This design comes from an exercise in tuning for small area on the open sky130 flow, not from production work. Where RTL was checked, it was by simulation tests only, not by an equivalence proof against the original. No activity file was given, so power comes from the tool's default toggle rates.

==> inputs of garnet <==
// main
module main( 
   gain, leds, pwm_out, shutdown_b,
   buttons, clk, rst
   );
   input wire clk, rst;
   input  wire  [3:0] buttons;
   output logic       pwm_out;
   output logic       shutdown_b, gain;
   output logic [1:0] leds;
   logic [3:0] buttons_db;
   wire        waveform_rise;
   wire [2:0]  unused_rise;
   debouncer #(.RISE(1)) DB0 (.clk(clk), .rst(rst), .bouncy_in(buttons[0]),
                              .debounced_out(buttons_db[0]), .rise(waveform_rise));
   debouncer DB1 (.clk(clk), .rst(rst), .bouncy_in(buttons[1]),
                  .debounced_out(buttons_db[1]), .rise(unused_rise[0]));
   debouncer DB2 (.clk(clk), .rst(rst), .bouncy_in(buttons[2]),
                  .debounced_out(buttons_db[2]), .rise(unused_rise[1]));
   debouncer DB3 (.clk(clk), .rst(rst), .bouncy_in(buttons[3]),
                  .debounced_out(buttons_db[3]), .rise(unused_rise[2]));
   logic state;
   always_ff @(posedge clk) begin
      if (rst) begin
         state <= 0;
      end
      if (buttons_db[1]) begin
         state <= 1;
      end else if (|buttons_db) begin
         state <= 0;
      end
   end
   always_comb begin
      leds[0]    = state;
      leds[1]    = 0;
      shutdown_b = 1;
      gain       = 1;
   end
   logic [1:0] waveform_type;
   always_ff @(posedge clk) begin
      if (rst) begin
         waveform_type <= 0;
      end else if (waveform_rise) begin
         waveform_type <= {waveform_type[0], ~waveform_type[0] & ~waveform_type[1]};
      end
   end
   logic [11:0] pwm_counter;
   logic [1:0]  mod3;    
   logic [2:0]  mod7;    
   logic [3:0]  mod13;   
   logic [6:0]  mod125;  
   always_ff @(posedge clk) begin
      if (rst) begin
         pwm_counter <= 0;
         mod3        <= 0;
         mod7        <= 0;
         mod13       <= 0;
         mod125      <= 0;
      end
      else begin
         pwm_counter <= pwm_counter + 1'b1;
  ...
Settings: LEC_CHECK=0, CAP_MARGIN=20, CORE_MARGIN=2, CORE_UTILIZATION=78, SLEW_MARGIN=20, SYNTH_MEMORY_MAX_BITS=16384; clock period 10.0 ns.
standard.sh (not shown) runs the stock make flow with config.mk's settings and CLKGATE_MAP_FILE= SYNTH_SCRIPT=/design/flow/synth_recipe.tcl, a recipe that flattens the netlist after the stock synthesis.
==> flow/flow/run.sh <==
#!/bin/bash
# Own layout flow: the standard synthesis, then the combinational logic
# between the flip-flops is re-mapped by ABC for area (flip-flops, their
# names and cell types untouched), checked equivalent by a SAT miter with the
# flip-flops cut, and the standard layout steps run on the result.
# Each tool's output goes to a log file in the work folder.
set -euo pipefail
W=$PWD
F=$W/flow
LIB=$FLOW_HOME/platforms/sky130hd/lib/sky130_fd_sc_hd__tt_025C_1v80.lib
YOSYS=${YOSYS_EXE:-$(command -v yosys || echo $FLOW_HOME/../tools/install/yosys/bin/yosys)}
R=$W/orfs/results/$FLOW_PLATFORM/main/base

bash standard.sh synth > $W/log_1_standard_synth.txt 2>&1
cp $R/1_2_yosys.v $W/synth_standard.v

sed -e "s|@LIB@|$LIB|g" -e "s|@IN@|$W/synth_standard.v|g" -e "s|@OUT@|$W/synth_reopt.v|g" \
    -e "s|@ABC@|$F/area.abc|g" $F/reopt.tcl > $W/reopt_run.tcl
ok=0
if $YOSYS -c $W/reopt_run.tcl > $W/log_2_reopt.txt 2>&1; then
  python3 $F/cutff.py $W/synth_standard.v $W/eq_gold.v gold
  python3 $F/cutff.py $W/synth_reopt.v $W/eq_gate.v gate
  sed -e "s|@LIB@|$LIB|g" -e "s|@GOLD@|$W/eq_gold.v|g" -e "s|@GATE@|$W/eq_gate.v|g" \
      $F/equiv.tcl > $W/equiv_run.tcl
  if $YOSYS -c $W/equiv_run.tcl > $W/log_3_equiv.txt 2>&1 \
     && grep -q "SUCCESS" $W/log_3_equiv.txt \
     && ! grep -q 'assign .*\(>>\|[&|^~]\)' $W/synth_reopt.v \
     && [ "$(grep -c 'sky130_fd_sc_hd__e\?dfxtp_[0-9]' $W/synth_standard.v)" = \
          "$(grep -c 'sky130_fd_sc_hd__e\?dfxtp_[0-9]' $W/synth_reopt.v)" ]; then
    ok=1
  fi
fi
if [ $ok = 1 ]; then
  echo "re-mapped netlist is equivalent: using it" > $W/log_4_choice.txt
  cp $W/synth_reopt.v $R/1_2_yosys.v
  rm -f $R/1_synth.odb $R/1_synth.sdc
else
  echo "re-mapped netlist not used: standard synthesis kept" > $W/log_4_choice.txt
fi
# Clock tree: the standard arguments, with small buffers and without the
# dummy loads CTS adds to balance levels.
export CTS_ARGS="-sink_clustering_enable -repair_clock_nets -dont_use_dummy_load -buf_list $(cat $F/cts_bufs.txt)"
bash standard.sh > $W/log_5_layout.txt 2>&1
==> flow/flow/area.abc <==
strash; &get -n; &deepsyn -T 30; &put; strash; dch -f; &get -n; &nf -a -R 1000; &put
==> flow/flow/cts_bufs.txt <==
sky130_fd_sc_hd__clkbuf_4
Other scripts of this flow, unchanged in this note and not shown: flow/flow/cutff.py, flow/flow/equiv.tcl, flow/flow/reopt.tcl
==> inputs of ember, as changes to garnet <==
--- a/flow/design.v
+++ b/flow/design.v
@@ -1,53 +1,59 @@
 `timescale 1ns / 1ps
 module debouncer #(parameter RISE = 0)
    (input wire clk, rst, bouncy_in,
     output logic debounced_out,
     output wire  rise);
    logic [3:0] cnt;
-   wire settled = cnt[3] & cnt[2];
+   wire settled = ~cnt[3] & ~cnt[2];
    always_ff @(posedge clk) begin
       if (rst) begin
          debounced_out <= 0;
-         cnt           <= 4'd12;
+         cnt           <= 4'd0;
       end
       else if (settled) begin
-         cnt <= (bouncy_in != debounced_out) ? 4'd0 : 4'd12;
-      end
-      else if (cnt[3] & cnt[1]) begin  
+         cnt <= (bouncy_in != debounced_out) ? 4'd5 : 4'd0;
+      end
+      else if (&cnt) begin  
          debounced_out <= bouncy_in;
-         cnt           <= (RISE && bouncy_in && !debounced_out) ? 4'd14 : 4'd12;
+         cnt           <= (RISE && bouncy_in && !debounced_out) ? 4'd1 : 4'd0;
       end
       else begin
          cnt <= cnt + 1'b1;
       end
    end
-   assign rise = RISE ? (cnt[3] & cnt[2] & cnt[1]) : 1'b0;
+   assign rise = RISE ? cnt[0] & ~cnt[2] & ~cnt[3] : 1'b0;
 endmodule
 `default_nettype none
 `timescale 1ns / 100ps
 module channel #(parameter W = 9, parameter PP = 0, parameter PA = 0,
-                 parameter PB = 0)
+                 parameter PB = 0, parameter LFSR = 0)
    (input  wire       clk, rst, demo, alt,
     output logic [5:0] period);
    logic [W-1:0] counter;
-   logic         clk_div, prev;
-   wire wrap = demo ? (alt ? (counter >= PB) : (counter >= PA))
-                    : (counter >= PP);
+   logic         clk_div;
+   localparam PMAX = (PP > PA) ? ((PP > PB) ? PP : PB) : ((PA > PB) ? PA : PB);
+   function automatic ge(input [W-1:0] c, input integer p);
+      if (p == PMAX) ge = &(c | ~p[W-1:0]);
+      else           ge = (c >= p);
+   endfunction
+   wire wrap = LFSR ? (~demo | (counter == 9'b010001001))
+                    : demo ? (alt ? ge(counter, PB) : ge(counter, PA))
+                           : ge(counter, PP);
+   wire [W-1:0] counter_next = LFSR ? {counter[W-2:0], ~(counter[4] ^ counter[W-1])}
+                                    : counter + 1'b1;
    always_ff @(posedge clk) begin
       if (rst) begin
          counter <= 0;
          clk_div <= 0;
-         prev    <= 0;
          period  <= 0;
       end
       else begin
-         counter <= wrap ? 0 : counter + 1'b1;
+         counter <= wrap ? 0 : counter_next;
          clk_div <= clk_div ^ wrap;
-         prev    <= clk_div;
-         if (clk_div & ~prev) period <= period + 1'b1;
+         if (clk_div & (counter == 0)) period <= period + 1'b1;
       end
    end
 endmodule
 `default_nettype none
 `timescale 1ns / 1ps
 module main( 
@@ -144,13 +150,13 @@
    end
    wire [5:0] p0, p1, p2, p4, p8, p12, p16, p20;
    channel #(.W(9), .PP(212), .PA(357), .PB(357)) CH0
      (.clk(clk), .rst(rst), .demo(state), .alt(1'b0), .period(p0));
    channel #(.W(9), .PP(106), .PA(357), .PB(357)) CH1
      (.clk(clk), .rst(rst), .demo(state), .alt(1'b0), .period(p1));
-   channel #(.W(9), .PP(0), .PA(357), .PB(357)) CH2
+   channel #(.W(9), .PP(0), .PA(357), .PB(357), .LFSR(1)) CH2
      (.clk(clk), .rst(rst), .demo(state), .alt(1'b0), .period(p2));
    channel #(.W(9), .PP(0), .PA(212), .PB(283)) CH4
      (.clk(clk), .rst(rst), .demo(state), .alt(row >= 3'd1), .period(p4));
    channel #(.W(8), .PP(0), .PA(212), .PB(238)) CH8
      (.clk(clk), .rst(rst), .demo(state), .alt(row >= 3'd2), .period(p8));
    channel #(.W(8), .PP(0), .PA(212), .PB(178)) CH12
@@ -186,13 +192,15 @@
       + {3'd0, p2[5] & (vols[11:10] == 2'd3), 1'b0}
       + ({5{p4[5]}}  & {2'd0, vol_count(vols[9:8])})
       + ({5{p8[5]}}  & {2'd0, vol_count(vols[7:6])})
       + ({5{p12[5]}} & {2'd0, vol_count(vols[5:4])})
       + ({5{p16[5]}} & {2'd0, vol_count(vols[3:2])})
       + ({5{p20[5]}} & {2'd0, vol_count(vols[1:0])});
-   wire [11:0] demo_audio = {high_count, 8'd0} - {7'd0, high_count};
+   wire [3:0]  high_less = high_count[3:0] - 1'b1;
+   wire [11:0] demo_audio = (high_count == 5'd0) ? 12'd0
+                                                 : {high_less, 4'hF, ~high_less};
    wire [11:0] audio = state ? demo_audio : {3'd0, play_audio};
    logic [11:0] sample;
    wire  [11:0] pwm_counter_rev;
    genvar i;
    generate
       for (i = 0; i < 12; i++) begin : REV
@@ -200,9 +208,9 @@
       end
    endgenerate
    always_ff @(posedge clk) begin
       if (rst | take_sample) begin
          sample <= audio;
       end
-      pwm_out <= (sample >= pwm_counter_rev) & (sample != 0);
+      pwm_out <= (sample >= {pwm_counter_rev[11:1], pwm_counter_rev[0] | (pwm_counter == 12'd0)});
    end
 endmodule
==> flow/flow/run.sh (replaced) <==
#!/bin/bash
# Own layout flow: the standard synthesis, then the combinational logic
# between the flip-flops is re-mapped by ABC for area (flip-flops, their
# names and cell types untouched), checked equivalent by a SAT miter with the
# flip-flops cut, and the standard layout steps run on the result, with the
# clock tree and port buffers set by cts_args.txt and buffer_ports_args.txt.
# Each tool's output goes to a log file in the work folder.
set -euo pipefail
W=$PWD
F=$W/flow
LIB=$FLOW_HOME/platforms/sky130hd/lib/sky130_fd_sc_hd__tt_025C_1v80.lib
YOSYS=${YOSYS_EXE:-$(command -v yosys || echo $FLOW_HOME/../tools/install/yosys/bin/yosys)}
R=$W/orfs/results/$FLOW_PLATFORM/main/base

bash standard.sh synth > $W/log_1_standard_synth.txt 2>&1
cp $R/1_2_yosys.v $W/synth_standard.v

# Eight ABC runs with different seeds, four at a time; the smallest that is
# proven equivalent is used.
python3 $F/cutff.py $W/synth_standard.v $W/eq_gold.v gold
for k in 1 2 3 4 5 6 7 8; do
  (
    sed -e "s|@SEED@|$k|" $F/area.abc > $W/area_$k.abc
    sed -e "s|@LIB@|$LIB|g" -e "s|@IN@|$W/synth_standard.v|g" -e "s|@OUT@|$W/synth_reopt_$k.v|g" \
        -e "s|@ABC@|$W/area_$k.abc|g" $F/reopt.tcl > $W/reopt_run_$k.tcl
    if $YOSYS -c $W/reopt_run_$k.tcl > $W/log_2_reopt_$k.txt 2>&1; then
      python3 $F/cutff.py $W/synth_reopt_$k.v $W/eq_gate_$k.v gate
      sed -e "s|@LIB@|$LIB|g" -e "s|@GOLD@|$W/eq_gold.v|g" -e "s|@GATE@|$W/eq_gate_$k.v|g" \
          $F/equiv.tcl > $W/equiv_run_$k.tcl
      if $YOSYS -c $W/equiv_run_$k.tcl > $W/log_3_equiv_$k.txt 2>&1 \
         && grep -q "SUCCESS" $W/log_3_equiv_$k.txt \
         && ! grep -q 'assign .*\(>>\|[&|^~]\)' $W/synth_reopt_$k.v \
         && [ "$(grep -c 'sky130_fd_sc_hd__e\?dfxtp_[0-9]' $W/synth_standard.v)" = \
              "$(grep -c 'sky130_fd_sc_hd__e\?dfxtp_[0-9]' $W/synth_reopt_$k.v)" ]; then
        grep "Chip area for module '.main'" $W/log_2_reopt_$k.txt | tail -1 | awk -v k=$k '{print $NF, k}' > $W/area_$k.txt
      fi
    fi
  ) &
  if [ $k = 4 ]; then wait; fi
done
wait
ok=0
best=$(cat $W/area_*.txt 2>/dev/null | sort -g | head -1 | awk "{print \$2}" || true)
if [ -n "$best" ]; then
  cp $W/synth_reopt_$best.v $W/synth_reopt.v
  ok=1
fi
if [ $ok = 1 ]; then
  echo "re-mapped netlist $best is equivalent and smallest: using it" > $W/log_4_choice.txt; cat $W/area_*.txt >> $W/log_4_choice.txt || true
  cp $W/synth_reopt.v $R/1_2_yosys.v
  rm -f $R/1_synth.odb $R/1_synth.sdc
else
  echo "re-mapped netlist not used: standard synthesis kept" > $W/log_4_choice.txt
fi
# Clock tree: the standard arguments, with small buffers and without the
# dummy loads CTS adds to balance levels.
export CTS_ARGS="-sink_clustering_enable -repair_clock_nets -dont_use_dummy_load $(cat $F/cts_args.txt)"
# Port buffers: every input and output still gets one, of the cell named here.
if [ -f $F/buffer_ports_args.txt ]; then
  export BUFFER_PORTS_ARGS="$(cat $F/buffer_ports_args.txt)"
fi
bash standard.sh > $W/log_5_layout.txt 2>&1
==> flow/flow/area.abc (replaced) <==
strash; &get -n; &deepsyn -T 45 -S @SEED@; &put; strash; dch -f; &get -n; &nf -a -R 1000; &put
==> flow/flow/buffer_ports_args.txt (new file) <==
-buffer_cell sky130_fd_sc_hd__buf_1
==> flow/flow/cts_args.txt (new file) <==
-buf_list {sky130_fd_sc_hd__clkbuf_4 sky130_fd_sc_hd__clkbuf_8}
- CORE_UTILIZATION: 78 -> 70
removed: flow/flow/cts_bufs.txt
==> inputs of xenon, as changes to garnet <==
--- a/flow/flow/run.sh
+++ b/flow/flow/run.sh
@@ -34,10 +34,7 @@
   echo "re-mapped netlist is equivalent: using it" > $W/log_4_choice.txt
   cp $W/synth_reopt.v $R/1_2_yosys.v
   rm -f $R/1_synth.odb $R/1_synth.sdc
 else
   echo "re-mapped netlist not used: standard synthesis kept" > $W/log_4_choice.txt
 fi
-# Clock tree: the standard arguments, with small buffers and without the
-# dummy loads CTS adds to balance levels.
-export CTS_ARGS="-sink_clustering_enable -repair_clock_nets -dont_use_dummy_load -buf_list $(cat $F/cts_bufs.txt)"
 bash standard.sh > $W/log_5_layout.txt 2>&1
- CORE_UTILIZATION: 78 -> 85
- PLACE_DENSITY: not set -> 0.85
removed: flow/flow/cts_bufs.txt
==> impl_results.md <==
* Largest net degree at the start of global routing at 46
* Tool error: [ERROR GRT-0232] Routing congestion too high. Check the congestion heatmap in the GUI.
* Die Y-Extent at 102 um
* Status: stopped before the end
* Met1 GRT Util at 0.783
* Avg Cell Area, Syn at 8.80 sq um
* Last step reached: global routing
(the above is from xenon)
==> impl_results.md <==
* NonClk Buf Share at 0.00911
* Status: no timing/DRC/antenna violations
* Avg Cell Area, Syn at 8.80 sq um
* Post-CTS Setup Bufs at 0
* Die Y-Extent at 106 um
(the above is from garnet)
==> impl_results.md <==
* Status: no timing/DRC/antenna violations
* Biggest regs: pwm_counter (12), sample (12)
* Met1 GRT Util at 0.316
* Number of global-route vias before repair at 5,940
* Avg Cell Area, Syn at 8.76 sq um
* Die Y-Extent at 111 um
* Multi-input gate share of total cell area at 0.461
* Seq pwr share at 0.654
* Largest net degree at the start of global routing at 76
(the above is from ember)
Only the layout flow was run in garnet and xenon; the RTL was not checked for function there.

-- port drivers added, routing unchanged --
In the flow no input, the clock included, has a driving cell. The finished layouts below were timed again as built, in two steps.
Step 1, drivers: a clkbuf_16 drives clk and a buf_2 each remaining input, both assumed.
Step 2 moves the port delays by t, midway between the first and last clock arrival at a register: inputs arrive t later, outputs are due t later. That takes back most of the time a late clock gives input paths.
Slacks: no drivers / after step 1 / after step 2; pairs: no drivers / after step 1.
run | shift t [ns] | setup WS [ns] | hold slack, ns | worst register clock-pin slew, ns
garnet | 0.579 | 5.215 / 5.228 / 4.649 | 0.421 / 0.421 / 0.421 | 0.08 / 0.08
ember | 0.482 | 5.874 / 5.886 / 5.404 | 0.449 / 0.449 / 0.449 | 0.09 / 0.09
After both steps setup and hold are still met in every run listed. For garnet, which loses most, drivers alone change the setup slack by +0.013 ns; drivers and shift together by -0.566 ns.
